What follows belongs to an exercise in optimizing a design on an open flow for small area; a production flow would make more cautious choices. In this exercise RTL edits were held to simulation tests only and were not proved equivalent to the original. In runs 1, 3, 4 and 6 the design's own scripts or RTL, not TritonCTS, make the clock network. No driver is modelled on the clock port, so clock power and skew are understated where the tree is cut down; a real chip needs a root buffer or a tree. Power and IR drop assume default switching activity.

<file path="flow/constraint.sdc">
create_clock -name core_clock -period 8.0 [get_ports {MCLK}]
set_input_delay 1.6000 -clock core_clock [delete_from_list [all_inputs] [get_ports {MCLK}]]
set_output_delay 1.6000 -clock core_clock [all_outputs]
set_load 0.01 [all_outputs]
</file>
<file path="flow/flow/reopt.ys">
read_liberty -lib @LIB@
read_verilog @IN@
hierarchy -top UP2_TOP
techmap -map @COMB@
techmap
opt -purge
opt -purge
abc -script @ABC@ -liberty @LIB@ -dont_use sky130_fd_sc_hd__lpflow_bleeder_1 -dont_use sky130_fd_sc_hd__lpflow_clkbufkapwr_1 -dont_use sky130_fd_sc_hd__lpflow_clkbufkapwr_16 -dont_use sky130_fd_sc_hd__lpflow_clkbufkapwr_2 -dont_use sky130_fd_sc_hd__lpflow_clkbufkapwr_4 -dont_use sky130_fd_sc_hd__lpflow_clkbufkapwr_8 -dont_use sky130_fd_sc_hd__lpflow_clkinvkapwr_1 -dont_use sky130_fd_sc_hd__lpflow_clkinvkapwr_16 -dont_use sky130_fd_sc_hd__lpflow_clkinvkapwr_2 -dont_use sky130_fd_sc_hd__lpflow_clkinvkapwr_4 -dont_use sky130_fd_sc_hd__lpflow_clkinvkapwr_8 -dont_use sky130_fd_sc_hd__lpflow_decapkapwr_12 -dont_use sky130_fd_sc_hd__lpflow_decapkapwr_3 -dont_use sky130_fd_sc_hd__lpflow_decapkapwr_4 -dont_use sky130_fd_sc_hd__lpflow_decapkapwr_6 -dont_use sky130_fd_sc_hd__lpflow_decapkapwr_8 -dont_use sky130_fd_sc_hd__lpflow_inputiso0n_1 -dont_use sky130_fd_sc_hd__lpflow_inputiso0p_1 -dont_use sky130_fd_sc_hd__lpflow_inputiso1n_1 -dont_use sky130_fd_sc_hd__lpflow_inputiso1p_1 -dont_use sky130_fd_sc_hd__lpflow_inputisolatch_1 -dont_use sky130_fd_sc_hd__lpflow_isobufsrc_1 -dont_use sky130_fd_sc_hd__lpflow_isobufsrc_16 -dont_use sky130_fd_sc_hd__lpflow_isobufsrc_2 -dont_use sky130_fd_sc_hd__lpflow_isobufsrc_4 -dont_use sky130_fd_sc_hd__lpflow_isobufsrc_8 -dont_use sky130_fd_sc_hd__lpflow_isobufsrckapwr_16 -dont_use sky130_fd_sc_hd__lpflow_lsbuf_lh_hl_isowell_tap_1 -dont_use sky130_fd_sc_hd__lpflow_lsbuf_lh_hl_isowell_tap_2 -dont_use sky130_fd_sc_hd__lpflow_lsbuf_lh_hl_isowell_tap_4 -dont_use sky130_fd_sc_hd__lpflow_lsbuf_lh_isowell_4 -dont_use sky130_fd_sc_hd__lpflow_lsbuf_lh_isowell_tap_1 -dont_use sky130_fd_sc_hd__lpflow_lsbuf_lh_isowell_tap_2 -dont_use sky130_fd_sc_hd__lpflow_lsbuf_lh_isowell_tap_4 -dont_use sky130_fd_sc_hd__probe_p_8 -dont_use sky130_fd_sc_hd__probec_p_8 
opt_clean -purge
hilomap -singleton -hicell sky130_fd_sc_hd__conb_1 HI -locell sky130_fd_sc_hd__conb_1 LO
splitnets
opt_clean -purge
stat -liberty @LIB@
check -assert
write_verilog -noattr -nohex -nodec @OUT@
</file>
<file path="flow/flow/choose.py">
import re, sys
# choose.py LOG... : print the name of the smallest valid re-mapped netlist
best = None
for log in sys.argv[1:]:
    t = open(log).read()
    a = re.findall(r"Chip area for module '.UP2_TOP': ([\d.]+)", t)
    s = re.findall(r"sequential elements: ([\d.]+)", t)
    if not a or not s:
        continue
    a, s = float(a[-1]), float(s[-1])
    name = re.search(r'log_3_reopt_(\w+)\.txt', log).group(1)
    print(name, a, s, file=sys.stderr)
    # a broken mapping shows as (almost) no combinational logic
    if a - s > 0.3 * s and (best is None or a < best[1]):
        best = (name, a)
print(best[0] if best else '')
</file>
<file path="flow/design.v">
module UP2_TOP
(
	MCLK,
	RST,
	FLEX_DIGIT_1,
	FLEX_DIGIT_2,
	LED,
	BT,
	DISP1,
	DISP2,
	DISP3,
	DISP4
);
input MCLK;	 
input RST;	 
output [6:0] FLEX_DIGIT_1;
output [6:0] FLEX_DIGIT_2;
output [15:0] LED;
input [3:0] BT;
output [6:0] DISP1;
output [6:0] DISP2;
output [6:0] DISP3;
output [6:0] DISP4;
localparam [5:0] P_PQ = 6'd17;
localparam P_PH = 1'd0, P_TICK = 1'd0, P_TICKP = 1'd1;
localparam [5:0] P_DQ0 = 6'd21, P_DQ1 = 6'd21, P_DQ2 = 6'd21, P_DQ3 = 6'd21;
localparam P_DB0 = 1'd0, P_DB1 = 1'd0, P_DB2 = 1'd0, P_DB3 = 1'd0;
localparam P_PLUSP = 1'd0, P_MINUSP = 1'd0, P_MODEP = 1'd0;
localparam [2:0] P_ST = 3'd4;
localparam [4:0] P_PC = 5'd0;
localparam [4:0] P_SECU = 5'd0, P_MINU = 5'd20, P_HU = 5'd8;
localparam [2:0] P_SECT = 3'd0, P_MINT = 3'd3;
localparam [1:0] P_HT = 2'd1;
reg [5:0] pq_r;
reg ph_r, tick_r, tickPrev_r;
wire [5:0] l = pq_r ^ P_PQ;
wire ph = ph_r ^ P_PH;
wire tick = tick_r ^ P_TICK;
wire tickPrev = tickPrev_r ^ P_TICKP;
reg pf;
always @*
	case ({l[0], l[1], l[3], l[5]})
		4'd0, 4'd3, 4'd4, 4'd6, 4'd9, 4'd11, 4'd12, 4'd14: pf = 1'b1;
		default: pf = 1'b0;
	endcase
always @(posedge MCLK) begin
	pq_r <= (RST ? 6'h26 : {l[4:0], pf}) ^ P_PQ;
	ph_r <= (~RST & (ph ^ (l == 6'h33))) ^ P_PH;
	tick_r <= (~RST & ph) ^ P_TICK;
	tickPrev_r <= (~RST & tick) ^ P_TICKP;
end
wire secEv = ~tick & tickPrev;
wire [3:0] btn = {BT[1], BT[3], BT[0], BT[2]};
wire [23:0] P_DQ = {P_DQ3, P_DQ2, P_DQ1, P_DQ0};
wire [3:0] P_DB = {P_DB3, P_DB2, P_DB1, P_DB0};
reg [23:0] dq_r;
reg [3:0] db_r;
wire [23:0] dq = dq_r ^ P_DQ;
wire [3:0] db = db_r ^ P_DB;
genvar gi;
generate
	for (gi = 0; gi < 4; gi = gi + 1) begin : deb
		wire [5:0] r = dq[6*gi +: 6];
		reg f;
		always @*
			case ({r[2], r[3], r[4], r[5]})
				4'd0, 4'd1, 4'd3, 4'd5, 4'd7, 4'd8, 4'd10, 4'd13, 4'd15: f = 1'b0;
				default: f = 1'b1;
			endcase
		always @(posedge MCLK) begin
			dq_r[6*gi +: 6] <= ((RST | ~btn[gi]) ? 6'h1d : {r[4:0], f}) ^ P_DQ[6*gi +: 6];
			db_r[gi] <= (~RST & (r == 6'd0)) ^ P_DB[gi];
		end
	end
endgenerate
wire plusBtn = db[0], minusBtn = db[1], modeBtn = db[2], resetBtn = db[3];
wire stChange;
reg plusPrev_r, minusPrev_r, modePrev_r;
wire plusPrev = plusPrev_r ^ P_PLUSP;
wire minusPrev = minusPrev_r ^ P_MINUSP;
wire modePrev = modePrev_r ^ P_MODEP;
always @(posedge MCLK) begin
	plusPrev_r <= (plusBtn | stChange) ^ P_PLUSP;
	minusPrev_r <= (minusBtn | stChange) ^ P_MINUSP;
	modePrev_r <= (~RST & modeBtn) ^ P_MODEP;
end
wire modeFall = modePrev & ~modeBtn;
reg [2:0] st_r;
wire [2:0] st = st_r ^ P_ST;
wire [2:0] stn = RST ? 3'd0 : ~resetBtn ? 3'd0 : modeFall ? ((st == 3'd4) ? 3'd0 : st + 3'd1) : st;
always @(posedge MCLK) begin
	st_r <= stn ^ P_ST;
end
assign stChange = (stn != st);
wire stop = (st == 3'd0);
wire s1 = (st == 3'd1), s2 = (st == 3'd2), s3 = (st == 3'd3), s4 = (st == 3'd4);
wire plusEv  = ~plusBtn & plusPrev;
wire minusEv = ~minusBtn & minusPrev;
reg [4:0] secU_r, minU_r, hU_r;
reg [2:0] secT_r, minT_r;
reg [1:0] hT_r;
reg [4:0] pc_r;
wire [4:0] secU = secU_r ^ P_SECU, minU = minU_r ^ P_MINU, hU = hU_r ^ P_HU;
wire [2:0] secT = secT_r ^ P_SECT, minT = minT_r ^ P_MINT;
wire [1:0] hT = hT_r ^ P_HT;
wire [4:0] pc = pc_r ^ P_PC;
wire cSecU = secU[4];
wire cSecT = secT[2];
wire cMinU = minU[4];
wire cMinT = minT[2];
wire h2 = hT[1];
wire cHU = hU[4] | (h2 & hU[1]);
always @(posedge MCLK)
	pc_r <= (RST ? 5'd0 : {cSecU, cSecT, cMinU, cMinT, cHU}) ^ P_PC;
wire incSecU = secEv & stop;
wire incSecT = ~cSecU & pc[4] & stop;
wire incMinU = (~cSecT & pc[3] & stop) | (s4 & plusEv);
wire decMinU = s4 & minusEv;
wire incMinT = (~cMinU & pc[2] & stop) | (s3 & plusEv);
wire decMinT = s3 & minusEv;
wire incHU   = (~cMinT & pc[1] & stop) | (s2 & plusEv);
wire decHU   = s2 & minusEv;
wire incHT   = (~cHU & pc[0] & stop) | (s1 & plusEv);
wire decHT   = s1 & minusEv;
wire clr = RST | ~resetBtn;
wire nclr = ~clr;
wire upSecU = incSecU & nclr, hdSecU = ~incSecU & nclr;
wire upSecT = incSecT & nclr, hdSecT = ~incSecT & nclr;
wire dnMinU = decMinU & nclr, upMinU = incMinU & ~decMinU & nclr, hdMinU = ~incMinU & ~decMinU & nclr;
wire dnMinT = decMinT & nclr, upMinT = incMinT & ~decMinT & nclr, hdMinT = ~incMinT & ~decMinT & nclr;
wire dnHU = decHU & nclr, upHU = incHU & ~decHU & nclr, hdHU = ~incHU & ~decHU & nclr;
wire dnHT = decHT & nclr, upHT = incHT & ~decHT & nclr, hdHT = ~incHT & ~decHT & nclr;
wire hUwrapUp = h2 & (hU[2] | hU[4]);
wire hUwrapDn = h2 & ~hU[4] & ~hU[0];
wire [4:0] hUup = hUwrapUp ? 5'b00000 : {hU[3:0], ~hU[4]};
wire [4:0] hUdn = hUwrapDn ? 5'b00111 : {~hU[0], hU[4:1]};
always @(posedge MCLK) begin
	secU_r <= (({5{upSecU}} & {secU[3:0], ~secU[4]}) | ({5{hdSecU}} & secU)) ^ P_SECU;
	secT_r <= (({3{upSecT}} & {secT[1:0], ~secT[2]}) | ({3{hdSecT}} & secT)) ^ P_SECT;
	minU_r <= (({5{upMinU}} & {minU[3:0], ~minU[4]}) | ({5{dnMinU}} & {~minU[0], minU[4:1]}) | ({5{hdMinU}} & minU)) ^ P_MINU;
	minT_r <= (({3{upMinT}} & {minT[1:0], ~minT[2]}) | ({3{dnMinT}} & {~minT[0], minT[2:1]}) | ({3{hdMinT}} & minT)) ^ P_MINT;
	hU_r <= (({5{upHU}} & hUup) | ({5{dnHU}} & hUdn) | ({5{hdHU}} & hU)) ^ P_HU;
	hT_r <= (({2{upHT}} & {hT[0] & ~hT[1], ~hT[1]}) | ({2{dnHT}} & {~hT[0], ~hT[0] | hT[1]}) | ({2{hdHT}} & hT)) ^ P_HT;
end
function [6:0] seg10;	 
	input [4:0] q;
	reg a, b, c, d, e, f, g;
	begin
		a = ~((q[0] & ~q[1]) | (q[3] & ~q[4]));
		b = ~(q[4] & q[1]);
		c = ~q[1] | q[2];
		d = ~((~q[1] & (q[0] | q[2])) | (q[3] & ~q[4]));
		e = (~q[0] & (~q[4] | q[1])) | (~q[2] & (q[1] | q[3]));
		f = ~((q[0] & ~q[3]) | (q[2] & ~q[1]));
		g = q[1] | (q[4] & ~q[2]);
		seg10 = {g, f, e, d, c, b, a};
	end
endfunction
function [6:0] seg6;	 
	input [2:0] q;
	reg ad;
	begin
		ad = ~(q[1] ^ q[0]);
		seg6 = {q[1] | q[2], ~q[0], ~q[2] & (q[1] | ~q[0]), ad, q[2] | ~q[1], ~q[2] | q[1], ad};
	end
endfunction
assign FLEX_DIGIT_2 = ~seg10(secU);
assign FLEX_DIGIT_1 = ~seg6(secT);
assign DISP4 = seg10(minU);
assign DISP3 = seg6(minT);
assign DISP2 = seg10(hU);
wire hTa = ~hT[0] | hT[1];
assign DISP1 = {hT[1], ~hT[0], hTa, hTa, ~hT[1], 1'b1, hTa};
assign LED[15] = stop;
assign LED[14] = resetBtn;
assign LED[13] = cSecU;
assign LED[12] = tick;
assign LED[11] = ~s4 | plusBtn;
assign LED[10] = ~s4 | minusBtn;
assign LED[9]  = ~s3 | plusBtn;
assign LED[8]  = ~s3 | minusBtn;
assign LED[7]  = ~s2 | plusBtn;
assign LED[6]  = ~s2 | minusBtn;
assign LED[5]  = ~s1 | plusBtn;
assign LED[4]  = ~s1 | minusBtn;
assign LED[3]  = 1'b0;
assign LED[2:0] = st;
endmodule
</file>
<file path="flow/flow/settings.sh">
EXTRA=(
  "BUFFER_PORTS_ARGS=-buffer_cell sky130_fd_sc_hd__buf_1"
  "CTS_ARGS=-sink_clustering_enable -sink_clustering_size 25 -sink_clustering_max_diameter 500 -buf_list sky130_fd_sc_hd__clkbuf_4 -dont_use_dummy_load -repair_clock_nets"
)
# manual clock tree (cts_manual.tcl): NBUF buffers of type BUFCELL
NBUF=2
BUFCELL=sky130_fd_sc_hd__clkbuf_16
</file>
<file path="flow/flow/comb_cells.py">
import sys, re
src = open(sys.argv[1]).read()
mods = re.findall(r'(module\s+(\S+)\(.*?\nendmodule\n)', src, re.S)
out = []
for body, name in mods:
    if 'always' in body or re.search(r'\breg\b', body):
        continue
    out.append(body)
open(sys.argv[2], 'w').write('\n'.join(out))
print(len(out), 'combinational cell models of', len(mods))
</file>
<file path="flow/flow/area4.abc">
strash
dch -f
map -a
mfs2
strash
dch -f
map -a
mfs2
strash
dch -f
map -a
mfs2
strash
dch -f
map -a
topo
</file>
<file path="flow/config.mk">
export PLATFORM = sky130hd
export DESIGN_NAME = UP2_TOP
export DESIGN_NICKNAME = UP2_TOP
export VERILOG_FILES = /design/flow/design.v
export SDC_FILE = /design/flow/constraint.sdc
export NUM_CORES = 4
export LEC_CHECK = 0
export CAP_MARGIN = 20
export CORE_MARGIN = 2
export CORE_UTILIZATION = 65
export SLEW_MARGIN = 20
</file>
<file path="flow/flow/run.sh">
#!/bin/bash
# Layout flow: the standard synthesis, then the combinational logic between
# the (unchanged) registers is re-mapped by ABC for area (several ABC scripts,
# smallest result kept), then the standard ORFS flow from floorplan to
# finish, with small port buffers and a lean clock tree (settings.sh).
set -euo pipefail
W=$(pwd)
R=$W/orfs/results/sky130hd/UP2_TOP/base
LIB=$FLOW_HOME/platforms/sky130hd/lib/sky130_fd_sc_hd__tt_025C_1v80.lib
source $W/flow/settings.sh

bash standard.sh "${EXTRA[@]}" synth > $W/log_1_synth.txt 2>&1
cp $R/1_2_yosys.v $W/std_1_2_yosys.v

# combinational cell models (sequential cells stay black boxes)
yosys -q -p "read_liberty -ignore_miss_func $LIB; write_verilog -noattr $W/all_cells.v" > $W/log_2_cells.txt 2>&1
python3 $W/flow/comb_cells.py $W/all_cells.v $W/comb_cells.v >> $W/log_2_cells.txt 2>&1

for s in area area4 deepsyn; do
  sed -e "s#@LIB@#$LIB#g" -e "s#@IN@#$W/std_1_2_yosys.v#g" -e "s#@OUT@#$W/reopt_$s.v#g" \
      -e "s#@COMB@#$W/comb_cells.v#g" -e "s#@ABC@#$W/flow/$s.abc#g" $W/flow/reopt.ys > $W/reopt_$s.ys
  yosys -s $W/reopt_$s.ys > $W/log_3_reopt_$s.txt 2>&1 || true
done
best=$(python3 $W/flow/choose.py $W/log_3_reopt_*.txt 2>> $W/log_3_choice.txt)
echo "chosen: $best" >> $W/log_3_choice.txt
if [[ -n "$best" ]]; then cp $W/reopt_$best.v $R/1_2_yosys.v; fi
rm -f $R/1_synth.odb $R/1_synth.sdc

if [[ -n "${NBUF:-}" ]]; then
  bash standard.sh "${EXTRA[@]}" place > $W/log_4_place.txt 2>&1
  R=$R LIB=$LIB CLKPORT=MCLK NBUF=$NBUF BUFCELL=$BUFCELL \
    openroad -no_init -exit $W/flow/cts_manual.tcl > $W/log_5_cts.txt 2>&1
  cp $R/4_1_cts.odb $R/4_cts.odb
fi
bash standard.sh "${EXTRA[@]}" finish > $W/log_6_finish.txt 2>&1
</file>
<file path="flow/flow/deepsyn.abc">
strash
&get -n
&deepsyn -T 30
&put
dch -f
map -a
mfs2
strash
dch -f
map -a
topo
</file>
<file path="flow/standard.sh">
#!/bin/bash
# synth_recipe.tcl (not shown) runs the flow's synth.tcl, then flattens the netlist and writes it again
# the make line also repeats each setting of config.mk as NAME=value (left out here)
make -C /OpenROAD-flow-scripts/flow DESIGN_CONFIG=/design/flow/config.mk WORK_HOME=/design/flow/orfs CLKGATE_MAP_FILE= SYNTH_SCRIPT=/design/flow/synth_recipe.tcl "${@:-finish}"
</file>
<file path="flow/flow/cts_manual.tcl">
# Clock tree: the clock port drives NBUF clock buffers, each driving the
# flip-flops of one group (groups split by position, balanced in count).
# Replaces TritonCTS's H-tree, which for this small design builds 9 buffers.
read_liberty $::env(LIB)
read_db $::env(R)/3_place.odb
read_sdc $::env(R)/3_place.sdc
source $::env(FLOW_HOME)/platforms/sky130hd/setRC.tcl

set nbuf $::env(NBUF)
set bufname $::env(BUFCELL)
set block [ord::get_db_block]
set db [ord::get_db]
set clknet [$block findNet $::env(CLKPORT)]
set sinks {}
foreach it [$clknet getITerms] {
  set inst [$it getInst]
  set bb [$inst getBBox]
  lappend sinks [list $it [expr {([$bb xMin] + [$bb xMax]) / 2}] [expr {([$bb yMin] + [$bb yMax]) / 2}]]
}
set n [llength $sinks]
puts "clock sinks: $n, buffers: $nbuf"
# split: sort by y, cut into nbuf bands of equal count
set sinks [lsort -integer -index 2 $sinks]
set master [$db findMaster $bufname]
set per [expr {int(ceil(double($n) / $nbuf))}]
for {set g 0} {$g < $nbuf} {incr g} {
  set grp [lrange $sinks [expr {$g * $per}] [expr {($g + 1) * $per - 1}]]
  if {[llength $grp] == 0} continue
  set inst [odb::dbInst_create $block $master "clkbuf_man_$g"]
  set net [odb::dbNet_create $block "clknet_man_$g"]
  $net setSigType CLOCK
  set sx 0; set sy 0
  foreach s $grp {
    set it [lindex $s 0]
    $it disconnect
    $it connect $net
    incr sx [lindex $s 1]; incr sy [lindex $s 2]
  }
  [$inst findITerm A] connect $clknet
  [$inst findITerm X] connect $net
  $inst setLocation [expr {$sx / [llength $grp]}] [expr {$sy / [llength $grp]}]
  $inst setPlacementStatus PLACED
  puts "group $g: [llength $grp] sinks"
}
set_propagated_clock [all_clocks]
detailed_placement
check_placement -verbose
estimate_parasitics -placement
report_clock_skew
report_checks -path_delay min_max -format full_clock_expanded -group_path_count 1
report_check_types -max_slew -max_capacitance -violators
write_db $::env(R)/4_1_cts.odb
write_sdc $::env(R)/4_cts.sdc
</file>
<file path="flow/flow/area.abc">
strash
dch -f
map -a
mfs2
strash
dch -f
map -a
topo
</file>
==> results of run 1 <==
-- placed cells by master, fill, tap and decap left out, drive strengths merged, types with 2 or more instances in the layout --
| master | count |
|---|---|
| clkbuf | 2 |
| o2111ai | 3 |
| dfxtp | 71 |
| o22ai | 14 |
| xor2 | 2 |
| a22oi | 4 |
| conb | 2 |
| o221ai | 5 |
| nor2 | 56 |
| nand2 | 52 |
| a221oi | 2 |
| nor3 | 6 |
| nand4 | 3 |
| a21oi | 18 |
| clkinv | 49 |
| nand3 | 10 |
| nor4 | 4 |
| o21a | 3 |
| o21ai | 22 |
| buf | 61 |
-- report_power, final --
part | switching (mW) | total, mW | internal, mW
clock network | 0.0817 | 0.129 | 0.0469
registers | 0.00498 | 0.366 | 0.361
logic | 0.0109 | 0.0156 | 0.00470
-- state kept, by name, summed over array words and instances, names as in the netlist, 2 cells and up --
| signal | count |
|---|---|
| pq_r | 6 |
| secU_r | 5 |
| db_r | 4 |
| secT_r | 3 |
| hT_r | 2 |
| minT_r | 3 |
| minU_r | 5 |
| hU_r | 5 |
| dq_r | 24 |
| st_r | 3 |
| pc_r | 5 |
-- path summary, 6_finish.rpt --
path | from | end | slack [ps] | depth (start not counted)
worst min-delay path | pq_r[4] | pq_r[5] | 420 | 1
worst max-delay path | RST | hU_r[0] | 3900 | 9
worst min register to register | pq_r[4] | pq_r[5] | 420 | 1
worst max register to register | st_r[1] | hU_r[3] | 5920 | 10
-- metal layers --
| layer | routed length [um] | track usage, % |
|---|---|---|
| met1 | 2410 | 31.4 |
| met2 | 2370 | 39.8 |
| met3 | 276 | 1.33 |
| met4 | 56 | 3.06 |
| met5 | 0 | 0 |
-- stage by stage --
stage	instance area (um^2)	power, mW	setup WS, ps	instances	hold slack (ps)
after floorplan	2640	0.383	4900	332	366
after global placement	2930	0.389	3890	443	383
after detailed placement	2930	0.390	3760	443	387
after global routing	2980	0.528	3500	445	429
final	2980	0.510	3900	445	417
-- area by class of cell --
type	instances	area, um^2
Fill cell	332	963
Buffer	2	50.0
Multi-Input combinational cell	212	1030
Inverter	49	184
Timing Repair Buffer	61	229
Sequential cell	71	1420
Tap cell	50	62.6
==> notes.md, run 1 <==
Timing:
- At the pin with the least slew margin, the transition time is approximately 580 ps.
- The number of failing hold endpoints at the final stage is 0.
- Adding up every negative setup slack in the final design gives 0 ps.
- The largest clock skew in the final design is roughly 10 ps.
- The final number of setup-violating endpoints is 0.
- The peak clock frequency supported by timing is between 200 and 250 MHz.
- Counting I/O delays and the setup requirement, the final critical path takes about 4100 ps.
- The final count of pins violating max slew was 0.
- Setup repair after global routing left no endpoint under its margin.
- The normalized max-slew margin is roughly three fifths.
- The post-route fraction of the period consumed by the critical path is between 50% and 60%.

Logic synthesis:
- Counting every instance in the synthesized netlist gives 332.
- A synthesized cell averages about 7.9 um^2.
- For this run, the number of Yosys warnings is 1.
- The net count of the mapped netlist is about 340.
- After synthesis the cells add up to roughly 2600 um^2.

Placement:
- Once detailed placement completed, the half-perimeter wirelength came to about 4000 um.
- The congestion estimate from routability-driven global placement came to 0.853.
- Input and output buffers added on the ports amount to slightly above 60.

Flow run:
- The number of max-capacitance violations reported is 0.

Layout:
- Once layout is complete, the utilization of the core stands at about 76%.
- Compared with the post-synthesis result, the final layout area differs by 13.0%.
- The number of antenna diodes in the final layout is 0.
- The count of nets after finishing is around 400.
- The share of post-route cells with drive strength above 1 is less than 1%.

Die:
- The vertical die dimension is 67.7 um.
- The initial core utilization is 66.9%.
- After floorplanning, the core was sized to cover between 3000 and 4000 um^2.
- The number of top-level pins is 64.
- The overall die area is around 4600 um^2.
- Measured along the x axis, the die boundary spans 67.7 um.
- The count of standard-cell rows is 23.

Pwr:
- For this design the ratio of total power to cell area is about 170 nW/um^2.
- For this design the static power due to leakage is between 1 and 1.5 nW.
- The largest vdd supply drop is around 140 uV.

Critical path:
- The type of element launching the critical path is a primary input.
- The kind of cell adding the most delay to the critical path is simple AND/OR/NAND/NOR gates.
- At the worst endpoint, the arrival time is 4200 ps.
- The cell that appears most often on the critical path is nand2_1.
- For this run, the slowest stage of the critical path takes roughly 520 ps.
- For the worst setup path, the data required time is approximately 8100 ps.
- The critical path class is primary input to flop.
- The worst setup path is captured at a flop.
- The highest fanout seen on the critical path is 16.
- The number of buffer and inverter stages on the critical path is 3.
- The largest individual stage delay along the critical path comes from the cell clkinv_1.
- Walking the worst path, the cells encountered are buf_1 -> clkinv_1 -> nand2_1 -> clkinv_1 -> nand2_1 -> nor2_1 -> nor3_1 -> nand2_1 -> o2111ai_1.

Clock network:
- The later pin in the worst-skew pair is clocked with a latency of about 180 ps.
- After clock tree synthesis, the clock-pin slew on the worst setup and hold paths is around 120 ps.

Route:
- The total iterations of the first detailed-routing run is 4.
- The via-per-instance ratio is approximately 5.4.
- The wire length per cell is roughly 11 um.
- The number of nets with antenna violations after routing is 0.
- The number of design rule violations left after detail routing is 0.
- For this block, the via count after detailed routing is about 2,400.
- The routed design has approximately 5100 um of wire.
- After the first detailed-routing iteration, the DRC count stood at 140.

Global routing:
- The total global routing track utilization is 22.6%.
- The initial antenna violation count was 0.
- Global routing finished with a remaining overflow of 0.
- The first global-routing pass estimated around 8400 um of wire.
- The via count of the first global-routing pass is 2,005.
- Entering global routing, the biggest net connects 37 pins.

Run status:
- The flow ran to the end and the layout has no timing, DRC or antenna violations.

Worst hold path:
- The path type of the worst min-delay path is flop to flop.
==> run 2: changes to the inputs <==
==> flow/flow/settings.sh (replaced) <==
EXTRA=(
  "BUFFER_PORTS_ARGS=-buffer_cell sky130_fd_sc_hd__buf_1"
  "CTS_ARGS=-sink_clustering_enable -sink_clustering_size 25 -sink_clustering_max_diameter 500 -buf_list sky130_fd_sc_hd__clkbuf_4 -dont_use_dummy_load -repair_clock_nets"
)
# manual clock tree (cts_manual.tcl): NBUF buffers of type BUFCELL
NBUF=
BUFCELL=sky130_fd_sc_hd__clkbuf_4
==> notes.md, run 2 <==
Layout:
- The flip-flop count of the largest register, all copies and words added is 24 (unchanged).
- The area of the multi-input gates is 1030 um^2 (unchanged).
- More flip-flops sit in one register than any other, and that register is dq_r.
- The fill cell total of the finished layout was 331 (-0.30%).
- The share of post-route cells with drive strength above 1 is 2.24% (+1.7 points).
- The area overhead of the layout relative to synthesis is 13.6%.
- The antenna diode count was 0 (unchanged).
- The most frequent standard cell in the layout excluding fill and tap cells is dfxtp_1.
- The count of nets after finishing is 410 (+1.7%).
- The post-layout utilization of the core was 76.0% (+0.44 points).
- In the final layout, the registers with the most flip-flops are dq_r (24), pq_r (6).
- The sequential cell area in the final layout is 1420 um^2 (unchanged).
- The top cell types in the final layout, fill and taps aside, are dfxtp_1 (71), buf_1 (61), nor2_1 (56).

Critical path:
- STA classifies the critical path endpoint as a flop.
- The critical path class is primary input to flop.
- The required time at the worst-slack endpoint is 8300 ps (+200 ps).
- The data arrival time of the critical path is 4180 ps (-20 ps).
- The highest fanout seen on the critical path is 16 (unchanged).
- The depth of the worst register-to-register path is 10 (unchanged).
- STA classifies the critical path startpoint as a primary input.

Flow run:
- The number of max-capacitance violations reported is 0 (unchanged).

Pwr:
- The share of total power in sequential cells came to 68.5% (-3.3 points).
- The static power due to leakage came to 1.06 nW (+1.6%).
- The switching power of the nets is 0.116 mW (+19%).
- The power density over the cells came to 178 nW/um^2 (+4.1%).
- The clock power share is 28.5% (+3.3 points).
- The internal power component came to 0.418 mW (+1.2%).
- The combinational share of power is 2.9% (-0.2 points).
- The largest vdd supply drop is 162 uV (+13%).
- The switching fraction of total power is 21.8% (+2.6 points).

Clock network:
- The TritonCTS buffer count is 9.
- The CTS tree is yes.
- Post-CTS timing repair inserted 0 buffers for setup.
- The clock transition at the register clock pins on the worst setup and hold paths after CTS is 110 ps (about the same).
- The H-tree was split into 3 levels.
- In this run, post-CTS hold repair placed 0 buffers.
- The clock net sink count is 71.
- CTS placed an instance of clkbuf_4 at the clock tree root.
- The clock latency on the worst-skew pair is 400 ps (+220 ps).
- The longest clock path from root to sink contains 2 buffers.
- The number of instances resized during post-cts repair is 0.

Timing:
- The peak clock frequency supported by timing came to 258 MHz (+5.7%).
- The post-route setup TNS came to 0 ps (unchanged).
- The largest clock skew in the final design is 33.1 ps (+22.6 ps).
- The final number of setup-violating endpoints was 0 (unchanged).
- The normalized max-slew margin came to 61.6% (+0.33 points).
- The post-layout minimum cycle time is 3880 ps (-221 ps).
- Setup repair after global routing left no endpoint under its margin.
- The slew at the pin closest to its max-slew limit is 572 ps (-4.89 ps).
- The number of failing hold endpoints at the final stage is 0 (unchanged).
- The worst slack on hold paths is 390 ps (-26.7 ps).
- The post-route fraction of the period consumed by the critical path is 48.5% (-2.8 points).
- The final count of pins violating max slew is 0 (unchanged).
- The setup slack after layout is 4120 ps (+221 ps).

Global routing:
- The largest net degree at the start of global routing came to 17 (-54%).
- The initial antenna violation count is 0 (unchanged).
- The via count of the first global-routing pass came to 2,078 (+3.6%).
- The global-route wire length before repair was 8630 um (+3.1%).
- The total global routing track utilization is 25.1% (+2.5 points).
- The sum of overflow across all layers after global routing is 0 (unchanged).

Logic synthesis:
- The post-synthesis cell area is 2640 um^2 (unchanged).
- The synthesis warning total is 1 (unchanged).
- The net count of the mapped netlist was 338 (unchanged).
- The count of mapped cells out of synthesis is 332 (unchanged).
- The mean post-synth cell area is 7.94 um^2 (unchanged).

Route:
- The number of design rule violations left after detail routing is 0 (unchanged).
- The via-per-instance ratio is 5.33 (-0.64%).
- The number of nets with antenna violations after routing was 0 (unchanged).
- The initial detailed-routing violation count is 98 (-30%).
- The wire length per cell is 11.8 um (+2.7%).
- The overall routed net length came to 5320 um (+4.3%).
- The total iterations of the first detailed-routing run came to 5 (+1).
- The via count of the routed design is 2,409 (+0.92%).

Die:
- The x dimension of the die is 67.7 um (unchanged).
- The vertical die dimension is 67.7 um (unchanged).
- The area inside the core boundary is 3940 um^2 (unchanged).
- The number of top-level pins is 64 (unchanged).
- The initial core utilization is 66.9% (unchanged).
- The count of standard-cell rows is 23 (unchanged).
- The overall die area came to 4580 um^2 (unchanged).

Worst hold path:
- The min-delay analysis places its worst path in the category flop to flop.
- The cell count of the worst hold path is 1 (unchanged).

Run status:
- The flow ran to the end and the layout has no timing, DRC or antenna violations.

Placement:
- The post-placement worst setup slack came to 3760 ps (unchanged).
- The half-perimeter wire length after detailed placement is 4000 um (unchanged).
- The final estimated routing congestion in global placement was 0.853 (unchanged).
- The port buffer count is 61 (unchanged).
run 2: cell types whose count changed in the layout (fill, tap and decap cells not counted):
| cell | change |
|---|---|
| clkbuf_4 | +9 |
| clkbuf_16 | -2 |
run 2: worst paths after layout:
kind	startpoint	endpoint	slack [ps]
worst max-delay path	RST	hU_r[2]	4120
worst min-delay path	dq_r[16]	dq_r[17]	390
worst max register to register	st_r[1]	hU_r[3]	5880
worst min register to register	dq_r[16]	dq_r[17]	390
run 2: layout make-up:
type / instances / share of cell area [%]
clock buffers: 9 / 2.25
inverters: 49 / 6.14
multi-input cells: 212 / 34.4
flip-flops and latches: 71 / 47.4
well taps: 50 / 2.09
repair buffers: 61 / 7.64
run 2: routing by layer:
metal	track usage, %	share of wire (%)
met4	12.8	2.4
met2	40.6	45
met1	32.0	47
met3	4.83	6.0
met5	0	0
run 2: stage by stage:
stage / power, mW / instance area [um^2] / std cells
after floorplan: 0.383 / 2640 / 332
after global placement: 0.389 / 2930 / 443
after detailed placement: 0.390 / 2930 / 443
after CTS: 0.536 / 3000 / 452
after global routing: 0.553 / 3000 / 452
final: 0.534 / 3000 / 452
run 2: power by group through the flow:
stage                     sequential [mW]  combinational, mW  clock [mW]
after global routing                0.367             0.0187       0.167
after floorplan                     0.373             0.0105           0
final                               0.366             0.0157       0.152
after global placement              0.374             0.0151           0
after detailed placement            0.374             0.0157           0
after CTS                           0.366             0.0158       0.154
run 2: worst max-delay path, stage by stage:
cell and delay, ps:
buf_1 430, clkinv_1 510, nand2_1 430, clkinv_1 220
nand2_1 160, nor2_1 130, nor3_1 470, nand2_1 110
o2111ai_1 120
==> run 3: changes to the inputs <==
--- a/flow/flow/run.sh
+++ b/flow/flow/run.sh
@@ -28,7 +28,7 @@
 
 if [[ -n "${NBUF:-}" ]]; then
   bash standard.sh "${EXTRA[@]}" place > $W/log_4_place.txt 2>&1
-  R=$R LIB=$LIB CLKPORT=MCLK NBUF=$NBUF BUFCELL=$BUFCELL \
+  R=$R LIB=$LIB CLKPORT=MCLK NBUF=$NBUF BUFCELL=$BUFCELL SPLIT=${SPLIT:-y} \
     openroad -no_init -exit $W/flow/cts_manual.tcl > $W/log_5_cts.txt 2>&1
   cp $R/4_1_cts.odb $R/4_cts.odb
 fi
--- a/flow/flow/cts_manual.tcl
+++ b/flow/flow/cts_manual.tcl
@@ -19,8 +19,9 @@
 }
 set n [llength $sinks]
 puts "clock sinks: $n, buffers: $nbuf"
-# split: sort by y, cut into nbuf bands of equal count
-set sinks [lsort -integer -index 2 $sinks]
+# split: sort by x or y, cut into nbuf bands of equal count
+set axis [expr {$::env(SPLIT) eq "x" ? 1 : 2}]
+set sinks [lsort -integer -index $axis $sinks]
 set master [$db findMaster $bufname]
 set per [expr {int(ceil(double($n) / $nbuf))}]
 for {set g 0} {$g < $nbuf} {incr g} {
==> flow/flow/settings.sh (replaced) <==
EXTRA=(
  "BUFFER_PORTS_ARGS=-buffer_cell sky130_fd_sc_hd__buf_1"
  "CTS_ARGS=-sink_clustering_enable -sink_clustering_size 25 -sink_clustering_max_diameter 500 -buf_list sky130_fd_sc_hd__clkbuf_4 -dont_use_dummy_load -repair_clock_nets"
)
# manual clock tree (cts_manual.tcl): NBUF buffers of type BUFCELL
NBUF=2
SPLIT=x
BUFCELL=sky130_fd_sc_hd__clkbuf_16
--- a/flow/config.mk
+++ b/flow/config.mk
@@ -7,5 +7,5 @@
 export LEC_CHECK = 0
 export CAP_MARGIN = 20
 export CORE_MARGIN = 2
-export CORE_UTILIZATION = 65
+export CORE_UTILIZATION = 75
 export SLEW_MARGIN = 20
==> notes.md, run 3 <==
Logic synthesis:
- The post-synthesis cell area was 2640 um^2 (unchanged).
- The count of mapped cells out of synthesis is 332 (unchanged).
- The net count of the mapped netlist is 338 (unchanged).
- The mean post-synth cell area is 7.94 um^2 (unchanged).
- The synthesis warning total is 1 (unchanged).

Critical path:
- Counting stages on the worst path, the most repeated cell is nand2_1.
- STA classifies the critical path startpoint as a primary input.
- The critical path is of the primary input to flop type.
- The required time at the worst-slack endpoint is 8100 ps (-200 ps).
- The slowest stage of the critical path belongs to the cell clkinv_1.
- The data arrival time of the critical path is 4340 ps (+160 ps).
- The worst setup path is captured at a flop.
- The highest fanout seen on the critical path is 16 (unchanged).
- The kind of cell adding the most delay to the critical path is simple AND/OR/NAND/NOR gates.
- The number of buffer and inverter stages on the critical path is 3 (unchanged).
- The delay of the slowest cell on the worst path is 570 ps (+60 ps).
- The critical path goes through buf_1 -> clkinv_1 -> nand2_1 -> clkinv_1 -> nand2_1 -> nor2_1 -> nor3_1 -> nand2_1 -> o2111ai_1.

Layout:
- The final instance area is 2970 um^2 (-0.75%).
- The flip-flop count of the largest register, all copies and words added is 24 (unchanged).
- In the layout the commonest cells are dfxtp_1 (71), buf_1 (61), nor2_1 (56).
- The library cell used most frequently in the layout, excluding fill and tap cells, is dfxtp_1.
- The largest register by flop count is dq_r.
- The post-layout utilization of the core came to 88.4% (+12 points).
- The antenna diode count was 0 (unchanged).
- The area growth from synthesis to layout is 12.8%.
- The share of post-route cells with drive strength above 1 is 0.506% (-1.7 points).
- The final non-filler cell total is 441 (-2.4%).
- The fill cell total of the finished layout is 191 (-42%).
- In the final layout, the registers with the most flip-flops are dq_r (24), pq_r (6).
- The count of nets after finishing is 403 (-1.7%).

Global routing:
- The global-route wire length before repair is 9760 um (+13%).
- The total global routing track utilization is 28.6% (+3.5 points).
- The via count of the first global-routing pass was 2,352 (+13%).
- The largest net degree at the start of global routing is 37 (+20).
- The sum of overflow across all layers after global routing is 0 (unchanged).
- The initial antenna violation count is 0 (unchanged).

Clock network:
- The clock latency on the worst-skew pair was 180 ps (-220 ps).
- The clock transition at the register clock pins on the worst setup and hold paths after CTS came to 120 ps (about the same).

Placement:
- The cell area after placement is 2920 um^2 (-0.17%).
- The half-perimeter wire length after detailed placement is 4190 um (+4.7%).
- The final estimated routing congestion in global placement is 0.904 (+6.0%).
- The post-placement worst setup slack is 3630 ps (-126 ps).
- The number of instances in the placed design is 439 (-0.90%).
- The port buffer count is 61 (unchanged).

Pwr:
- The power density over the cells is 172 nW/um^2 (-3.5%).
- The switching fraction of total power is 19.3% (-2.4 points).
- The total power consumption of the routed design is 0.512 mW (-4.2%).
- The internal power component is 0.413 mW (-1.2%).
- The largest vdd supply drop is 191 uV (+18%).
- The share of total power in sequential cells is 71.6% (+3.1 points).
- The combinational share of power is 3.2% (+0.3 points).
- The clock power share came to 25.2% (-3.3 points).
- The static power due to leakage is 1.04 nW (-1.6%).
- The switching power of the nets was 0.0988 mW (-15%).

Timing:
- The setup slack after layout is 3760 ps (-362 ps).
- The largest clock skew in the final design is 3.27 ps (-29.8 ps).
- Setup repair after global routing left no endpoint under its margin.
- The slew at the pin closest to its max-slew limit came to 660 ps (+88.5 ps).
- The number of failing hold endpoints at the final stage came to 0 (unchanged).
- The normalized max-slew margin came to 56.0% (-5.6 points).
- The post-route fraction of the period consumed by the critical path was 53.0% (+4.5 points).
- The post-route setup TNS came to 0 ps (unchanged).
- The post-layout minimum cycle time came to 4240 ps (+362 ps).
- The final count of pins violating max slew came to 0 (unchanged).
- The worst slack on hold paths is 414 ps (+23.4 ps).
- The peak clock frequency supported by timing came to 236 MHz (-8.5%).
- The final number of setup-violating endpoints is 0 (unchanged).

Die:
- The area inside the core boundary is 3360 um^2 (-15%).
- The vertical die dimension is 63.3 um (-6.5%).
- The overall die area came to 4010 um^2 (-13%).
- The number of top-level pins is 64 (unchanged).
- The initial core utilization is 78.4% (+12 points).
- The count of standard-cell rows came to 21 (-8.7%).
- The x dimension of the die is 63.3 um (-6.5%).

Route:
- The via-per-instance ratio is 5.74 (+7.7%).
- The initial detailed-routing violation count was 280 (+190%).
- The number of design rule violations left after detail routing came to 0 (unchanged).
- The wire length per cell came to 12.6 um (+7.3%).
- The total iterations of the first detailed-routing run came to 5 (unchanged).
- The via count of the routed design is 2,531 (+5.1%).
- The number of nets with antenna violations after routing came to 0 (unchanged).
- The overall routed net length is 5580 um (+4.7%).

Flow run:
- The number of max-capacitance violations reported is 0 (unchanged).

Worst hold path:
- In this run the worst hold path is classified as flop to flop.

Run status:
- The run finished with no timing, DRC or antenna violations.
## run 3: path summary, 6_finish.rpt
check                start  endpoint  slack [ps]  depth (start not counted)
setup reg to reg   st_r[1]   hU_r[3]        5900                         10
setup / recovery       RST   hU_r[1]        3760                          9
hold reg to reg   dq_r[16]  dq_r[17]         410                          1
hold / removal    dq_r[16]  dq_r[17]         410                          1
## run 3: cell type report
type	count	area (um^2)	area share [%]
Buffer	2	50.0	1.68
Inverter	49	184	6.18
Multi-Input combinational cell	212	1030	34.7
Sequential cell	71	1420	47.8
Tap cell	46	57.6	1.94
Timing Repair Buffer	61	229	7.70
## run 3: layer usage
layer	wire length (um)	vias up	global-route usage, %
met2	2740	116	54.0
met3	369	16	2.50
met1	2360	1153	35.7
met4	106	0	5.71
met5	0	-	0
li1	-	1246	-
## run 3: power by group through the flow
stage                     logic [mW]  registers (mW)  clock network [mW]
after floorplan               0.0105           0.373                   0
after global placement        0.0150           0.374                   0
after detailed placement      0.0161           0.374                   0
after global routing          0.0184           0.367               0.141
final                         0.0162           0.367               0.129
## run 3: worst reg2reg max path, cell delays in order (launching register included)
cell and delay, ps:
dfxtp_1 400, clkinv_1 130, nor3_1 260, clkinv_1 120, nor2_1 100, clkinv_1 90, nor2_1 380, nor2_1 80
nand3_1 190, nor2_1 70, a221oi_1 190
==> run 4: changes to the inputs <==
--- a/flow/config.mk
+++ b/flow/config.mk
@@ -7,5 +7,5 @@
 export LEC_CHECK = 0
 export CAP_MARGIN = 20
 export CORE_MARGIN = 2
-export CORE_UTILIZATION = 75
+export CORE_UTILIZATION = 65
 export SLEW_MARGIN = 20
==> notes.md, run 4 <==
Clock network:
- The clock latency on the worst-skew pair came to 180 ps (about the same).
- The clock transition at the register clock pins on the worst setup and hold paths after CTS is 120 ps (about the same).

Pwr:
- The largest vdd supply drop came to 222 uV (+16%).
- The static power due to leakage was 1.04 nW (unchanged).
- The power density over the cells is 171 nW/um^2 (-0.35%).
- The total power consumption of the routed design came to 0.511 mW (-0.18%).

Route:
- The overall routed net length is 5180 um (-7.0%).
- The via-per-instance ratio is 5.32 (-7.3%).
- The number of design rule violations left after detail routing was 0 (unchanged).
- The wire length per cell is 11.6 um (-7.9%).
- The total iterations of the first detailed-routing run came to 4 (-1).
- The via count of the routed design was 2,368 (-6.4%).
- The number of nets with antenna violations after routing is 0 (unchanged).
- The initial detailed-routing violation count is 123 (-56%).

Layout:
- Compared with the post-synthesis result, the final layout area differs by 13.0%.
- The antenna diode count is 0 (unchanged).
- Counting flops per register, the top entry is dq_r.
- The final non-filler cell total was 445 (+0.91%).
- The fill cell total of the finished layout came to 337 (+76%).
- In the final layout, the registers with the most flip-flops are dq_r (24), pq_r (6).
- The final instance area came to 2980 um^2 (+0.17%).
- In the layout the commonest cells are dfxtp_1 (71), buf_1 (61), nor2_1 (56).
- The flip-flop count of the largest register, all copies and words added is 24 (unchanged).
- The most frequent standard cell in the layout excluding fill and tap cells is dfxtp_1.
- The share of post-route cells with drive strength above 1 is 0.506% (unchanged).
- The count of nets after finishing is 403 (unchanged).

Critical path:
- The kind of cell adding the most delay to the critical path is simple AND/OR/NAND/NOR gates.
- The capture instance of the worst register-to-register path is hU_r[3].
- The most frequent cell on the critical path is nand2_1.
- The depth of the worst register-to-register path came to 10 (unchanged).
- The end point of the critical path is hU_r[2].
- The critical path depth in cells is 9 (unchanged).
- The required time at the worst-slack endpoint is 8100 ps (about the same).
- The delay of the slowest cell on the worst path came to 510 ps (-60 ps).
- The data arrival time of the critical path is 4180 ps (-160 ps).
- The critical path goes through buf_1 -> clkinv_1 -> nand2_1 -> clkinv_1 -> nand2_1 -> nor2_1 -> nor3_1 -> nand2_1 -> o2111ai_1.
- The number of buffer and inverter stages on the critical path came to 3 (unchanged).
- The critical path class is primary input to flop.
- The slowest stage of the critical path belongs to the cell clkinv_1.
- The worst setup path is launched from a primary input.
- The startpoint of the worst setup timing path is RST.
- The worst reg-to-reg setup slack came to 5880 ps (-20 ps).
- The highest fanout seen on the critical path is 16 (unchanged).
- The critical register-to-register path startpoint is st_r[1].
- STA classifies the critical path endpoint as a flop.

Timing:
- The worst slack on hold paths was 414 ps (+0.188 ps).
- The slew at the pin closest to its max-slew limit came to 586 ps (-74.0 ps).
- The largest clock skew in the final design is 8.19 ps (+4.92 ps).
- Setup repair after global routing left no endpoint under its margin.
- The peak clock frequency supported by timing was 245 MHz (+4.0%).
- The number of failing hold endpoints at the final stage was 0 (unchanged).
- The normalized max-slew margin is 60.6% (+4.6 points).
- The final count of pins violating max slew is 0 (unchanged).
- The post-route fraction of the period consumed by the critical path is 51.0% (-2.1 points).
- The post-layout minimum cycle time came to 4080 ps (-165 ps).
- The post-route setup TNS was 0 ps (unchanged).
- The final number of setup-violating endpoints is 0 (unchanged).

Global routing:
- The total global routing track utilization is 23.0% (-5.6 points).
- The met2 track demand over resource in global routing is 41.2% (-13 points).
- The initial antenna violation count is 0 (unchanged).
- The via count of the first global-routing pass is 2,026 (-14%).
- The global routing usage on met1 is 31.4% (-4.3 points).
- The global-route wire length before repair is 8510 um (-13%).
- The met3 routing resource usage after global routing is 1.50% (-1.0 points).
- The largest net degree at the start of global routing is 37 (unchanged).
- The most utilized layer in the global route result is met2.
- The sum of overflow across all layers after global routing is 0 (unchanged).

Die:
- The vertical die dimension was 67.7 um (+7.0%).
- The initial core utilization is 66.9% (-12 points).
- The area inside the core boundary is 3940 um^2 (+17%).
- The x dimension of the die is 67.7 um (+7.0%).
- The count of standard-cell rows is 23 (+9.5%).
- The overall die area is 4580 um^2 (+14%).
- The number of top-level pins came to 64 (unchanged).

Worst hold path:
- The path type of the worst min-delay path is flop to flop.
- The startpoint of the most critical hold path is pq_r[4].

Logic synthesis:
- The count of mapped cells out of synthesis is 332 (unchanged).
- The mean post-synth cell area is 7.94 um^2 (unchanged).
- The synthesis warning total came to 1 (unchanged).
- The post-synthesis cell area came to 2640 um^2 (unchanged).
- The net count of the mapped netlist is 338 (unchanged).

Placement:
- The number of instances in the placed design is 443 (+0.91%).
- The port buffer count came to 61 (unchanged).
- The final estimated routing congestion in global placement came to 0.853 (-5.7%).
- The cell area after placement is 2930 um^2 (+0.17%).
- The half-perimeter wire length after detailed placement is 4000 um (-4.5%).

Run status:
- The run finished with no timing, DRC or antenna violations.

Flow run:
- The number of max-capacitance violations reported is 0 (unchanged).
[run 4: power breakdown]
group / internal (mW) / switching [mW] / leakage (nW) / total [mW]
registers: 0.361 / 0.00510 / 0.578 / 0.366
logic: 0.00470 / 0.0111 / 0.438 / 0.0158
clock network: 0.0469 / 0.0817 / 0.0246 / 0.129
[run 4: layout make-up]
class | count | area, um^2 | share of cell area, %
multi-input cells | 212 | 1030 | 34.6
well taps | 50 | 62.6 | 2.10
flip-flops and latches | 71 | 1420 | 47.7
repair buffers | 61 | 229 | 7.69
plain buffers | 2 | 50.0 | 1.68
inverters | 49 | 184 | 6.17
[run 4: worst min-delay path by stage]
stage,end,slack [ps],depth (start not counted)
2_1_floorplan,pq_r[5],370,1
3_3_place_gp,pq_r[5],380,1
3_5_place_dp,pq_r[5],390,1
5_1_grt,pq_r[5],430,1
6_report,pq_r[5],410,1
[run 4: metal layers]
layer  wire (um)  vias to the layer above  share of wire [%]
met5           0                        -                  0
met4          44                        0               0.85
met3         295                        4                5.7
met2        2400                       62                 46
met1        2450                     1061                 47
li1            -                     1241                  -
[run 4: per-stage QoR]
| step | util [%] | worst slack (ps) |
|---|---|---|
| 2_1_floorplan | - | 4900 |
| 3_3_place_gp | 74.3 | 3890 |
| 3_5_place_dp | 74.3 | 3760 |
| 5_1_grt | 75.6 | 3490 |
| 6_report | 75.6 | 3920 |
==> run 5: changes to the inputs <==
==> flow/flow/settings.sh (replaced) <==
EXTRA=(
  "BUFFER_PORTS_ARGS=-buffer_cell sky130_fd_sc_hd__buf_1"
  "CTS_ARGS=-sink_clustering_enable -sink_clustering_size 25 -sink_clustering_max_diameter 500 -buf_list sky130_fd_sc_hd__clkbuf_2 -root_buf sky130_fd_sc_hd__clkbuf_4 -dont_use_dummy_load -repair_clock_nets"
)
# manual clock tree (cts_manual.tcl): NBUF buffers of type BUFCELL
NBUF=
BUFCELL=sky130_fd_sc_hd__clkbuf_4
==> notes.md, run 5 <==
Layout:
- The library cell used most frequently in the layout, excluding fill and tap cells, is dfxtp_1.
- The count of nets after finishing is 410 (+1.7%).
- The flip-flop count of the largest register, all copies and words added was 24 (unchanged).
- The share of post-route cells with drive strength above 1 came to 2.24% (+1.7 points).
- The area growth from synthesis to layout is 13.6%.
- Leaving out fill and tap cells, the most frequent cells in the layout are dfxtp_1 (71), buf_1 (61), nor2_1 (56).
- The fill cell total of the finished layout is 331 (-1.8%).
- The largest register by flop count is dq_r.
- The largest registers in the layout are dq_r (24), pq_r (6).
- The final instance area was 3000 um^2 (+0.59%).
- The antenna diode count is 0 (unchanged).

Route:
- The wire length per cell is 11.8 um (+1.1%).
- The number of design rule violations left after detail routing is 0 (unchanged).
- The via-per-instance ratio is 5.33 (+0.16%).
- The initial detailed-routing violation count came to 98 (-20%).
- The total iterations of the first detailed-routing run was 5 (+1).
- The overall routed net length is 5320 um (+2.7%).
- The via count of the routed design was 2,409 (+1.7%).
- The number of nets with antenna violations after routing is 0 (unchanged).

Logic synthesis:
- The synthesis warning total is 1 (unchanged).
- The post-synthesis cell area is 2640 um^2 (unchanged).
- The mean post-synth cell area was 7.94 um^2 (unchanged).
- The count of mapped cells out of synthesis was 332 (unchanged).
- The net count of the mapped netlist was 338 (unchanged).

Pwr:
- The largest vdd supply drop came to 162 uV (-27%).
- The power density over the cells is 178 nW/um^2 (+4.0%).
- The static power due to leakage is 1.06 nW (+1.6%).

Die:
- The x dimension of the die is 67.7 um (unchanged).
- The initial core utilization is 66.9% (unchanged).
- The number of top-level pins came to 64 (unchanged).
- The count of standard-cell rows was 23 (unchanged).
- The vertical die dimension is 67.7 um (unchanged).
- The overall die area is 4580 um^2 (unchanged).
- The area inside the core boundary is 3940 um^2 (unchanged).

Critical path:
- The data arrival time of the critical path came to 4180 ps (about the same).
- The setup path with the least slack is of type primary input to flop.
- The capture instance of the worst register-to-register path is hU_r[3].
- The type of element launching the critical path is a primary input.
- In this run the critical register-to-register path is launched from st_r[1].
- The highest fanout seen on the critical path is 16 (unchanged).
- The critical path endpoint category is a flop.
- The required time at the worst-slack endpoint is 8300 ps (+200 ps).
- The worst reg-to-reg setup slack was 5880 ps (about the same).
- The depth of the worst register-to-register path is 10 (unchanged).

Timing:
- The final number of setup-violating endpoints was 0 (unchanged).
- The normalized max-slew margin came to 61.6% (+0.97 points).
- Setup repair after global routing left no endpoint under its margin.
- The peak clock frequency supported by timing is 258 MHz (+5.1%).
- The post-layout minimum cycle time is 3880 ps (-197 ps).
- The post-route setup TNS is 0 ps (unchanged).
- The final count of pins violating max slew is 0 (unchanged).
- The number of failing hold endpoints at the final stage is 0 (unchanged).
- The largest clock skew in the final design is 33.1 ps (+24.9 ps).
- The slew at the pin closest to its max-slew limit came to 572 ps (-14.5 ps).
- The post-route fraction of the period consumed by the critical path is 48.5% (-2.5 points).

Clock network:
- The clock latency on the worst-skew pair is 400 ps (+220 ps).
- TritonCTS built the clock tree.
- The clock transition at the register clock pins on the worst setup and hold paths after CTS is 110 ps (about the same).
- The clock tree synthesis step divided the H-tree into 3 levels.
- Buffers inserted to repair hold after CTS numbered 0.
- The maximum clock path buffer count is 2.
- The root buffer cell is clkbuf_4.
- CTS saw a little over 70 sinks.
- The number of instances resized during post-cts repair is 0.
- Once the clock tree was built, the setup fixing pass inserted 0 buffers.
- The TritonCTS buffer count is 9.

Run status:
- The flow ran to the end and the layout has no timing, DRC or antenna violations.

Worst hold path:
- The cell count of the worst hold path is 1 (unchanged).
- The hold path endpoint is dq_r[17].
- The path type of the worst min-delay path is flop to flop.
- The startpoint of the most critical hold path is dq_r[16].

Flow run:
- The number of max-capacitance violations reported is 0 (unchanged).

Placement:
- The cell area after placement was 2930 um^2 (unchanged).
- The port buffer count is 61 (unchanged).
- The half-perimeter wire length after detailed placement came to 4000 um (unchanged).
- The final estimated routing congestion in global placement is 0.853 (unchanged).

Global routing:
- The largest net degree at the start of global routing was 17 (-54%).
- The sum of overflow across all layers after global routing is 0 (unchanged).
- The total global routing track utilization is 25.1% (+2.2 points).
- The global-route wire length before repair is 8630 um (+1.4%).
- The via count of the first global-routing pass was 2,078 (+2.6%).
- The initial antenna violation count is 0 (unchanged).
==> run 5: critical path, cell delays in order <==
cell and delay [ps]:
buf_1 430, clkinv_1 510, nand2_1 430, clkinv_1 220, nand2_1 160, nor2_1 130, nor3_1 470, nand2_1 110
o2111ai_1 120
==> run 5: final cells by class <==
cell class              count  area, um^2  area share, %
clock buffers               9        67.6           2.25
repair buffers             61         229           7.64
well taps                  50        62.6           2.09
multi-input cells         212        1030           34.4
inverters                  49         184           6.14
flip-flops and latches     71        1420           47.4
==> run 5: per-stage QoR <==
step,power (mW),setup WS (ps),util [%],hold slack [ps],instances
2_1_floorplan,0.383,4900,-,366,332
3_3_place_gp,0.389,3890,74.3,383,443
3_5_place_dp,0.390,3760,74.3,387,443
4_1_cts,0.536,4150,76.0,390,452
5_1_grt,0.553,3690,76.0,422,452
6_report,0.534,4120,76.0,390,452
==> run 5: worst max path at each step <==
stage	from	end	slack, ps	cells past startpoint
2_1_floorplan	RST	hU_r[0]	4900	8
3_3_place_gp	RST	hU_r[3]	3890	8
3_5_place_dp	RST	hU_r[0]	3760	9
4_1_cts	RST	hU_r[0]	4150	9
5_1_grt	RST	hU_r[0]	3690	9
6_report	RST	hU_r[2]	4120	9
==> run 5: where the power goes <==
group	leakage (nW)	switching, mW	internal [mW]
Clock	0.0414	0.100	0.0523
Combinational	0.438	0.0110	0.00470
Sequential	0.578	0.00508	0.361
Total	1.06	0.116	0.418
==> run 5: routing by layer <==
| metal | vias to the layer above | routed length, um | track usage (%) | share of wire [%] |
|---|---|---|---|---|
| li1 | 1256 | - | - | - |
| met1 | 1059 | 2500 | 32.0 | 47 |
| met2 | 80 | 2370 | 40.6 | 45 |
| met3 | 14 | 318 | 4.83 | 6.0 |
| met4 | 0 | 129 | 12.8 | 2.4 |
| met5 | - | 0 | 0 | 0 |
==> run 6: changes to the inputs <==
--- a/flow/design.v
+++ b/flow/design.v
@@ -21,16 +21,16 @@
 output [6:0] DISP2;
 output [6:0] DISP3;
 output [6:0] DISP4;
-localparam [5:0] P_PQ = 6'd17;
+localparam [5:0] P_PQ = 6'd21;
 localparam P_PH = 1'd0, P_TICK = 1'd0, P_TICKP = 1'd1;
-localparam [5:0] P_DQ0 = 6'd21, P_DQ1 = 6'd21, P_DQ2 = 6'd21, P_DQ3 = 6'd21;
-localparam P_DB0 = 1'd0, P_DB1 = 1'd0, P_DB2 = 1'd0, P_DB3 = 1'd0;
+localparam [5:0] P_DQ0 = 6'd17, P_DQ1 = 6'd53, P_DQ2 = 6'd21, P_DQ3 = 6'd21;
+localparam P_DB0 = 1'd0, P_DB1 = 1'd0, P_DB2 = 1'd1, P_DB3 = 1'd0;
 localparam P_PLUSP = 1'd0, P_MINUSP = 1'd0, P_MODEP = 1'd0;
 localparam [2:0] P_ST = 3'd4;
-localparam [4:0] P_PC = 5'd0;
+localparam [4:0] P_PC = 5'd1;
 localparam [4:0] P_SECU = 5'd0, P_MINU = 5'd20, P_HU = 5'd8;
 localparam [2:0] P_SECT = 3'd0, P_MINT = 3'd3;
-localparam [1:0] P_HT = 2'd1;
+localparam [1:0] P_HT = 2'd3;
 reg [5:0] pq_r;
 reg ph_r, tick_r, tickPrev_r;
 wire [5:0] l = pq_r ^ P_PQ;
==> flow/flow/settings.sh (replaced) <==
EXTRA=(
  "BUFFER_PORTS_ARGS=-buffer_cell sky130_fd_sc_hd__buf_1"
  "CTS_ARGS=-sink_clustering_enable -sink_clustering_size 25 -sink_clustering_max_diameter 500 -buf_list sky130_fd_sc_hd__clkbuf_4 -dont_use_dummy_load -repair_clock_nets"
)
# manual clock tree (cts_manual.tcl): NBUF buffers of type BUFCELL
NBUF=2
SPLIT=x
BUFCELL=sky130_fd_sc_hd__clkbuf_16
==> notes.md, run 6 <==
Run status:
- The flow ran to the end and the layout has no timing, DRC or antenna violations.

Layout:
- The library cells used most frequently in the layout, excluding fill and tap cells, are dfxtp_1 (71), buf_1 (61), nand2_1 (50).
- The area growth from synthesis to layout is 13.0%.
- The share of post-route cells with drive strength above 1 is 0.763% (-1.5 points).
- The flip-flop count of the largest register, all copies and words added came to 24 (unchanged).
- The fill cell total of the finished layout was 318 (-3.9%).
- The most frequent standard cell in the layout excluding fill and tap cells is dfxtp_1.
- The antenna diode count was 0 (unchanged).
- The count of nets after finishing is 401 (-2.2%).
- The largest registers in the layout are dq_r (24), pq_r (6).
- Ranked by flip-flop count, first place goes to dq_r.

Timing:
- The normalized max-slew margin is 60.1% (-1.5 points).
- The post-route setup TNS was 0 ps (unchanged).
- The number of failing hold endpoints at the final stage is 0 (unchanged).
- The slew at the pin closest to its max-slew limit is 594 ps (+22.5 ps).
- The largest clock skew in the final design came to 8.14 ps (-24.9 ps).
- The final number of setup-violating endpoints is 0 (unchanged).
- The final count of pins violating max slew is 0 (unchanged).
- Setup repair after global routing left no endpoint under its margin.
- The post-layout minimum cycle time was 4180 ps (+299 ps).
- The peak clock frequency supported by timing is 239 MHz (-7.2%).
- The setup slack after layout was 3820 ps (-299 ps).
- The post-route fraction of the period consumed by the critical path is 52.2% (+3.7 points).

Pwr:
- The power density over the cells came to 172 nW/um^2 (-3.4%).
- The largest vdd supply drop is 215 uV (+33%).
- The static power due to leakage is 1.04 nW (-1.9%).

Route:
- The overall routed net length is 5280 um (-0.85%).
- The initial detailed-routing violation count is 155 (+58%).
- The total iterations of the first detailed-routing run is 4 (-1).
- The wire length per cell came to 11.9 um (+1.2%).
- The number of design rule violations left after detail routing came to 0 (unchanged).
- The via-per-instance ratio is 5.47 (+2.7%).
- The via count of the routed design came to 2,424 (+0.62%).
- The number of nets with antenna violations after routing is 0 (unchanged).

Die:
- The count of standard-cell rows is 23 (unchanged).
- The area inside the core boundary is 3940 um^2 (unchanged).
- The overall die area is 4570 um^2 (-0.27%).
- The vertical die dimension is 67.6 um (-0.13%).
- The number of top-level pins is 64 (unchanged).
- The initial core utilization is 66.7% (-0.19 points).
- The x dimension of the die is 67.6 um (-0.13%).

Global routing:
- The global-route wire length before repair is 8410 um (-2.5%).
- The initial antenna violation count is 0 (unchanged).
- The total global routing track utilization was 22.9% (-2.2 points).
- The largest net degree at the start of global routing is 37 (+20).
- The sum of overflow across all layers after global routing was 0 (unchanged).
- The via count of the first global-routing pass is 1,997 (-3.9%).

Logic synthesis:
- The post-synthesis cell area is 2630 um^2 (-0.28%).
- The synthesis warning total was 1 (unchanged).
- The net count of the mapped netlist is 336 (-0.59%).
- The count of mapped cells out of synthesis was 330 (-0.60%).
- The mean post-synth cell area was 7.97 um^2 (+0.32%).

Placement:
- The port buffer count is 61 (unchanged).
- The post-placement worst setup slack was 3610 ps (-151 ps).
- The half-perimeter wire length after detailed placement was 4100 um (+2.4%).
- The final estimated routing congestion in global placement came to 0.836 (-1.9%).

Flow run:
- The number of max-capacitance violations reported was 0 (unchanged).

Critical path:
- The highest fanout seen on the critical path was 17 (+1).
- The critical path endpoint category is a flop.
- The worst setup path is of the primary input to flop kind.
- The worst reg-to-reg setup slack is 5810 ps (-70 ps).
- STA classifies the critical path startpoint as a primary input.
- The required time at the worst-slack endpoint is 8110 ps (-190 ps).
- The data arrival time of the critical path is 4290 ps (+110 ps).

Clock network:
- The clock transition at the register clock pins on the worst setup and hold paths after CTS was 120 ps (about the same).
- The clock latency on the worst-skew pair is 180 ps (-220 ps).

Worst hold path:
- In this run the worst hold path is classified as flop to flop.
-- run 6: metrics by stage --
stage	instances	hold WS, ps	power (mW)	util [%]	cell area [um^2]
floorplan	330	366	0.385	-	2630
global placement	441	376	0.390	74.1	2920
detailed placement	441	380	0.391	74.1	2920
global route	443	425	0.529	75.4	2970
finish	443	412	0.512	75.4	2970
-- run 6: worst max-delay path: stages --
cell and delay, ps:
buf_1 390, clkinv_1 540, nand2_1 470, clkinv_1 270, nand2_1 190, nor2_1 120
nor3_1 440, a22oi_1 170, o21ai_0 100
-- run 6: power breakdown --
group,switching (mW),internal [mW]
logic,0.0117,0.00539
clock network,0.0817,0.0469
registers,0.00485,0.361
total,0.0983,0.414
-- run 6: final timing paths --
kind           start  endpoint  depth (start not counted)
max              RST   hU_r[4]                          9
min          pq_r[4]   pq_r[5]                          1
max reg2reg  st_r[1]   hU_r[4]                         11
min reg2reg  pq_r[4]   pq_r[5]                          1
-- run 6: layer usage --
layer	vias up	wire length, um	global-route usage [%]
met2	89	2520	42.2
met4	0	65	3.83
met1	1092	2350	29.5
met5	-	0	0
li1	1236	-	-
met3	7	345	2.00
-- run 6: final cells by class --
class / count / area, um^2 / area share [%]
plain buffers: 2 / 50.0 / 1.68
multi-input cells: 211 / 1030 / 34.6
flip-flops and latches: 71 / 1420 / 47.8
repair buffers: 61 / 229 / 7.71
inverters: 48 / 180 / 6.06
well taps: 50 / 62.6 / 2.11

-- re-timing with driven ports --
The flow's constraints put no driver on any port. The routed layouts listed below were extracted and timed again, unchanged, in two steps. Step 1 assumes that a clkbuf_16 drives the clock port and a buf_2 every other input. Step 2 times the ports against the registers' clock, not the clock port: input delays grow and output delays shrink by t, the midpoint of the rising clock arrivals with the driver on. Slacks: no drivers / after step 1 / after step 2; pairs: no drivers / after step 1.
run | t (ns) | slack for setup (ns) | hold slack, ns | latest minus earliest clock arrival (ns) | worst register clock-pin slew, ns
run 1 | 0.222 | 3.899 / 3.922 / 3.700 | 0.417 / 0.417 / 0.417 | 0.013 / 0.013 | 0.12 / 0.12
run 2 | 0.411 | 4.120 / 4.121 / 3.710 | 0.390 / 0.390 / 0.390 | 0.033 / 0.033 | 0.11 / 0.11
run 3 | 0.219 | 3.759 / 3.780 / 3.561 | 0.414 / 0.414 / 0.414 | 0.004 / 0.004 | 0.12 / 0.12
run 4 | 0.217 | 3.923 / 3.942 / 3.725 | 0.414 / 0.414 / 0.414 | 0.008 / 0.008 | 0.12 / 0.12
run 5 | 0.411 | 4.120 / 4.121 / 3.710 | 0.390 / 0.390 / 0.390 | 0.033 / 0.033 | 0.11 / 0.11
run 6 | 0.219 | 3.821 / 3.841 / 3.622 | 0.412 / 0.412 / 0.412 | 0.009 / 0.008 | 0.12 / 0.12
After both steps setup and hold are still met in every run listed.
